Context: an optimization exercise on an open-source flow, tuned for small area and a short achievable clock period. The choices shown serve that exercise and are no tape-out recipe.
Only simulation tests tie the RTL to the original design; equivalence was not proved.

// mult_div_pipe
module mult_div_pipe (
    input clk,
    input reset_n,
    input logic op_i,
    input logic [FUNCT7_SIZE-1:0] funct7_i,
    input logic [FUNCT3_SIZE-1:0] funct3_i,
    input logic [WD_SIZE-1:0] op1_data_i,
    input logic [WD_SIZE-1:0] op2_data_i,
    input logic [INSTR_REG_SIZE-1:0] rd_i,
    input logic ctrl_reg_write_i,
    output logic [INSTR_REG_SIZE-1:0] rd_m0_o,
    output logic [INSTR_REG_SIZE-1:0] rd_m1_o,
    output logic [INSTR_REG_SIZE-1:0] rd_m2_o,
    output logic [INSTR_REG_SIZE-1:0] rd_m3_o,
    output logic [WD_SIZE-1:0] bypass_ml_data_o,
    output logic bypass_ctrl_reg_write_ml_o,
    output logic [INSTR_REG_SIZE-1:0] rd_o,
    output logic ctrl_reg_write_o,
    output logic valid_result_o,
    output logic [WD_SIZE-1:0] result_o
);
Size: about 380 flip-flops, ~0.061 mm2 of cells after synthesis.
clock: 115.0 ns
lec_check: 0
abc_area: 1
cap_margin: 20
core_margin: 2
core_utilization: 63
gpl_routability_driven: 0
slew_margin: 20
standard.sh (not shown) runs the stock make flow with config.mk's settings and CLKGATE_MAP_FILE= SYNTH_SCRIPT=/design/flow/synth_recipe.tcl, a recipe that flattens the netlist after the stock synthesis.
==> flow/flow/run.sh <==
#!/bin/bash
# The standard layout, with two changes to how it is made:
# - repair_timing is asked to leave a setup margin, so that it shortens the
#   register-to-register paths well below the clock period;
# - the port buffers are buf_4 cells instead of the delay buffers that
#   buffer_ports picks by default.
# The clock period, the I/O delays and every other constraint are unchanged;
# every port still gets its own buffer.
set -euo pipefail
export SETUP_SLACK_MARGIN=90
export BUFFER_PORTS_ARGS="-buffer_cell sky130_fd_sc_hd__buf_4"
bash standard.sh > standard_flow.log 2>&1
The starting point completed without violations.
Edit:
Settings changed: CORE_UTILIZATION 63 to 55, PLACE_DENSITY from default to 0.7.
=> The new run ran to the end with no violations. Via count hardly moves. Count of clock-buffer cells in the layout rises by 1. Final cell count increases by 2.1%. Core utilization went down by 8.7 points. Global-route usage falls by 4.9 points. Final area rose by 0.67%. Fmax barely changes. Non-clock buffer count went up by 10. Die area increases by 14%. Routed wire length is about the same.
Edit:
Settings changed: PLACE_DENSITY 0.7 to default.
Result:
- The changed run produced a clean layout
- non-clock buffer count rose by 23
- via count drops by 1.6%
- setup slack is worse by 31 ps
- global-route usage climbs by 0.79 points
- cell area goes up by 0.38%
- cell count hardly moves
Edit:
Settings changed: GPL_ROUTABILITY_DRIVEN 0 to default.
=> The new run went through all stages and came out clean; cell count barely changes; fmax stays flat; die area is unchanged; utilization hardly moves.

========
Another version of the RTL of mult_div_pipe (not shown whole).
Size in the first run: about 10000 cells after synthesis, roughly 340 flip-flops, ~69000 um^2 of cells after synthesis.
clock: 115.0 ns
lec_check: 0
abc_area: 1
cap_margin: 20
core_margin: 2
core_utilization: 40
slew_margin: 20
run.sh (not shown) runs the stock make flow with config.mk's settings and CLKGATE_MAP_FILE= SYNTH_SCRIPT=/design/flow/synth_recipe.tcl, a recipe that flattens the netlist after the stock synthesis.
Stock flow here: none of the scripts above is used.
The starting point finished with timing, DRC and antenna clean.
Edit:
==> flow/flow/run.sh (new file) <==
#!/bin/bash
# The standard layout, with repair_timing asked to leave a setup margin so
# that it shortens the register-to-register paths below the clock period.
# The clock period, the I/O delays and every other constraint are unchanged.
set -euo pipefail
export SETUP_SLACK_MARGIN=90
bash standard.sh > standard_flow.log 2>&1
==> flow/standard.sh (new file) <==
#!/bin/bash
# synth_recipe.tcl (not shown) runs the flow's synth.tcl, then flattens the netlist and writes it again
# the make line also repeats each setting of config.mk as NAME=value (left out here)
make -C /OpenROAD-flow-scripts/flow DESIGN_CONFIG=/design/flow/config.mk WORK_HOME=/design/flow/orfs CLKGATE_MAP_FILE= SYNTH_SCRIPT=/design/flow/synth_recipe.tcl "${@:-finish}"
CORE_UTILIZATION = 55   (was 40)
removed: flow/run.sh
Outcome:
- wire length is higher slightly
- via count went up by a few percent
- global-route usage rose by 11 points
- non-clock buffer count climbs by 62
- synthesized cell count stays the same
- worst hold slack got worse by 7.5 ps
- first-iteration DRC count climbs by a quarter to a third
- setup slack gains 5000 ps

========
mult_div_pipe, a different RTL version from the one above (not shown whole).
For scale: about 380 flip-flops, roughly 180 I/O pins, about 63000 sq um of cells after synthesis.
Settings: LEC_CHECK=0, ABC_AREA=1, CAP_MARGIN=20, CORE_MARGIN=2, CORE_UTILIZATION=55, SLEW_MARGIN=20; clock period 115.0 ns.
standard.sh (not shown) runs the stock make flow with config.mk's settings and CLKGATE_MAP_FILE= SYNTH_SCRIPT=/design/flow/synth_recipe.tcl, a recipe that flattens the netlist after the stock synthesis.
==> flow/flow/run.sh <==
#!/bin/bash
# The standard layout, with two changes to how it is made:
# - repair_timing is asked to leave a setup margin, so that it shortens the
#   register-to-register paths well below the clock period;
# - the port buffers are buf_4 cells instead of the delay buffers that
#   buffer_ports picks by default.
# The clock period, the I/O delays and every other constraint are unchanged;
# every port still gets its own buffer.
set -euo pipefail
export SETUP_SLACK_MARGIN=89
export BUFFER_PORTS_ARGS="-buffer_cell sky130_fd_sc_hd__buf_4"
bash standard.sh > standard_flow.log 2>&1
The baseline completed without violations.
==> next run, changes <==
--- a/flow/flow/run.sh
+++ b/flow/flow/run.sh
@@ -9,3 +9,3 @@
 set -euo pipefail
-export SETUP_SLACK_MARGIN=89
+export SETUP_SLACK_MARGIN=90
 export BUFFER_PORTS_ARGS="-buffer_cell sky130_fd_sc_hd__buf_4"
--- a/flow/config.mk
+++ b/flow/config.mk
@@ -11,2 +11,3 @@
 export CORE_UTILIZATION = 55
+export GPL_ROUTABILITY_DRIVEN = 0
 export SLEW_MARGIN = 20
Effect: The new run completed with no timing, DRC or antenna violations. First-iteration DRC count drops by a little under a tenth. Flip-flop and latch count is unchanged. Critical path depth decreases by 159. Utilization is higher by 0.48 points. Hold slack improves by 0.0031 ns. Wire length goes down slightly. Area after synthesis is unchanged. Final area went up slightly. Clock-buffer cell count goes up by 3. Via count stays flat.
==> next run, changes <==
--- a/flow/config.mk
+++ b/flow/config.mk
@@ -11,3 +11,2 @@
 export CORE_UTILIZATION = 55
-export GPL_ROUTABILITY_DRIVEN = 0
 export SLEW_MARGIN = 20
- The changed run completed without violations
- via count came out higher by 0.93%
- global-route usage came out higher by 0.36 points
- non-clock buffer count came out higher by 41
- register-to-register slack improved by 0.02 ns

========
try-xenon:
Another version of the RTL of mult_div_pipe (not shown whole).
Size in the first run: roughly 370 flip-flops, ~0.061 mm2 of cells after synthesis.
Design mult_div_pipe, start of the top module:
module mult_div_pipe (
    input clk,
    input reset_n,
    input logic op_i,
    input logic [FUNCT7_SIZE-1:0] funct7_i,
    input logic [FUNCT3_SIZE-1:0] funct3_i,
    input logic [WD_SIZE-1:0] op1_data_i,
    input logic [WD_SIZE-1:0] op2_data_i,
    input logic [INSTR_REG_SIZE-1:0] rd_i,
    input logic ctrl_reg_write_i,
    output logic [INSTR_REG_SIZE-1:0] rd_m0_o,
    output logic [INSTR_REG_SIZE-1:0] rd_m1_o,
    output logic [INSTR_REG_SIZE-1:0] rd_m2_o,
    output logic [INSTR_REG_SIZE-1:0] rd_m3_o,
    output logic [WD_SIZE-1:0] bypass_ml_data_o,
    output logic bypass_ctrl_reg_write_ml_o,
    output logic [INSTR_REG_SIZE-1:0] rd_o,
    output logic ctrl_reg_write_o,
    output logic valid_result_o,
    output logic [WD_SIZE-1:0] result_o
);
localparam integer K1 = 13;    
localparam integer K2 = 22;    
logic v0, w0;
logic [4:0] rd0;
logic [2:0] f0;
logic [31:0] a0, b0;
always_ff @(posedge clk) begin
    a0 <= op1_data_i;
    b0 <= op2_data_i;
    f0 <= funct3_i;
    if (!reset_n) begin
        v0 <= 1'b0;
        w0 <= 1'b0;
        rd0 <= 5'b0;
    end else begin
  ...
==> flow/config.mk <==
export PLATFORM = sky130hd
export DESIGN_NAME = mult_div_pipe
export DESIGN_NICKNAME = mult_div_pipe
export VERILOG_FILES = /design/flow/design.v
export SDC_FILE = /design/flow/constraint.sdc
export NUM_CORES = 4
export LEC_CHECK = 0
export ABC_AREA = 1
export CAP_MARGIN = 20
export CORE_MARGIN = 2
export CORE_UTILIZATION = 55
export SLEW_MARGIN = 20
==> flow/constraint.sdc <==
create_clock -name core_clock -period 115.0 [get_ports {clk}]
set_input_delay 23.0000 -clock core_clock [delete_from_list [all_inputs] [get_ports {clk}]]
set_output_delay 23.0000 -clock core_clock [all_outputs]
set_load 0.01 [all_outputs]
==> flow/flow/run.sh <==
#!/bin/bash
# The standard layout, with repair_timing asked to leave a setup margin so
# that it shortens the register-to-register paths below the clock period.
# The clock period, the I/O delays and every other constraint are unchanged.
set -euo pipefail
export SETUP_SLACK_MARGIN=89
bash standard.sh > standard_flow.log 2>&1
Input-level comparison between try-zinc and try-xenon:
--- a/flow/flow/run.sh
+++ b/flow/flow/run.sh
@@ -6 +6 @@
-export SETUP_SLACK_MARGIN=89
+export SETUP_SLACK_MARGIN=90
Number of filler cells placed in the layout delta for try-zinc relative to try-xenon: 301 lower. On fraction of the cycle the final worst path needs, try-xenon and try-zinc are neck and neck. Taking try-xenon as the reference, in try-zinc routed wire length rose by 4900 um, post-detailed-route wirelength per cell grew by 0.25 um. Diff try-xenon -> try-zinc: final setup slack of the worst path rose by 0.17 ns, cell count grew by 0.94%, post-cts resize count picked up an extra 101.
#### Input delta (try-cedar over try-zinc)
--- a/flow/flow/run.sh
+++ b/flow/flow/run.sh
@@ -6 +6 @@
-export SETUP_SLACK_MARGIN=90
+export SETUP_SLACK_MARGIN=91
--- outcome ---
try-cedar: no failed stages, no open violations at the end
Vias: try-cedar more than try-zinc
Wire length came out higher on try-cedar than on try-zinc.
Taking try-zinc as the reference, in try-cedar clock-pin slew reported for the worst setup and hold paths after clock tree synthesis closely matched the old numbers; final critical-path required period decreased by 0.45 ns relative to the old numbers; non-filler instance count after layout increased by 1.2% relative to the old numbers.
Summary: worst path setup slack after routing, try-cedar better than try-zinc
Inputs modified between try-cedar and try-onyx:
==> flow/flow/run.sh <==
#!/bin/bash
# The standard layout, with two changes to how it is made:
# - repair_timing is asked to leave a setup margin, so that it shortens the
#   register-to-register paths well below the clock period;
# - the port buffers are buf_4 cells instead of the delay buffers that
#   buffer_ports picks by default.
# The clock period, the I/O delays and every other constraint are unchanged;
# every port still gets its own buffer.
set -euo pipefail
export SETUP_SLACK_MARGIN=90
export BUFFER_PORTS_ARGS="-buffer_cell sky130_fd_sc_hd__buf_4"
bash standard.sh > standard_flow.log 2>&1
Results
From try-cedar to try-onyx the numbers moved as follows: global routing usage on met2 rose by 0.92 points. The post-route cell area reported for try-onyx is smaller than that of try-cedar by 0.0035 mm2. Going from try-cedar to try-onyx, number of global-route vias before repair decreased by 0.49% relative to the old numbers; final-stage net count decreased by about 1.1% relative to the old numbers; xor/xnor cell area share of the yosys netlist closely matched the old numbers; number of gates given a new drive strength after cts decreased by 583 relative to the old numbers. Route | try-onyx vs try-cedar | wire shorter in try-onyx. Changes observed in try-onyx relative to try-cedar: maximum operating frequency -0.58%; worst setup slack went down 0.14 ns.

==> afterwards: timing with drivers on the ports <==
How much do the figures lean on ideal ports? The routed layouts below were timed once more, with nothing changed but the port constraints.
Step 1 assumes that a clkbuf_16 drives the clock port and a buf_2 every other input.
Step 2 times the ports against the registers' clock, not the clock port: input delays grow and output delays shrink by t, the midpoint of the rising clock arrivals with the driver on.
Three values: ideal, step 1, step 2; two values: the first two.
run | t, ns | setup slack, ns | hold WS [ns] | worst slew at a driven data input, ns | cell pins on the clock port's net
the first run of note 1 | 0.659 | 90.826 / 90.762 / 90.826 | 0.321 / 0.321 / 0.321 | 0.06 | 1
the second run of note 1 | 0.637 | 90.857 / 90.801 / 90.857 | 0.328 / 0.328 / 0.328 | 0.05 | 1
the third run of note 1 | 0.655 | 90.826 / 90.754 / 90.857 | 0.325 / 0.325 / 0.325 | 0.05 | 1
the fourth run of note 1 | 0.656 | 90.754 / 90.686 / 90.910 | 0.321 / 0.321 / 0.321 | 0.05 | 1
the first run of note 2 | 0.685 | 85.268 / 85.268 / 85.268 | 0.326 / 0.326 / 0.326 | 0.06 | 1
the second run of note 2 | 0.712 | 90.307 / 90.223 / 89.898 | 0.319 / 0.319 / 0.319 | 0.14 | 1
the first run of note 3 | 0.674 | 90.370 / 90.370 / 90.370 | 0.322 / 0.322 / 0.322 | 0.11 | 1
the second run of note 3 | 0.683 | 90.778 / 90.703 / 91.007 | 0.325 / 0.325 / 0.325 | 0.11 | 1
the third run of note 3 | 0.667 | 90.838 / 90.769 / 90.987 | 0.323 / 0.323 / 0.323 | 0.11 | 1
try-xenon | 0.669 | 90.324 / 90.324 / 90.088 | 0.327 / 0.327 / 0.327 | 0.06 | 1
try-zinc | 0.657 | 90.491 / 90.428 / 90.078 | 0.327 / 0.327 / 0.327 | 0.06 | 1
try-cedar | 0.669 | 90.945 / 90.873 / 90.726 | 0.327 / 0.327 / 0.327 | 0.05 | 1
try-onyx | 0.657 | 90.804 / 90.804 / 90.804 | 0.331 / 0.331 / 0.331 | 0.06 | 1
After both steps every run listed still meets setup and hold. For try-zinc, which loses most, drivers alone change the setup slack by -0.063 ns; drivers and shift together by -0.413 ns.
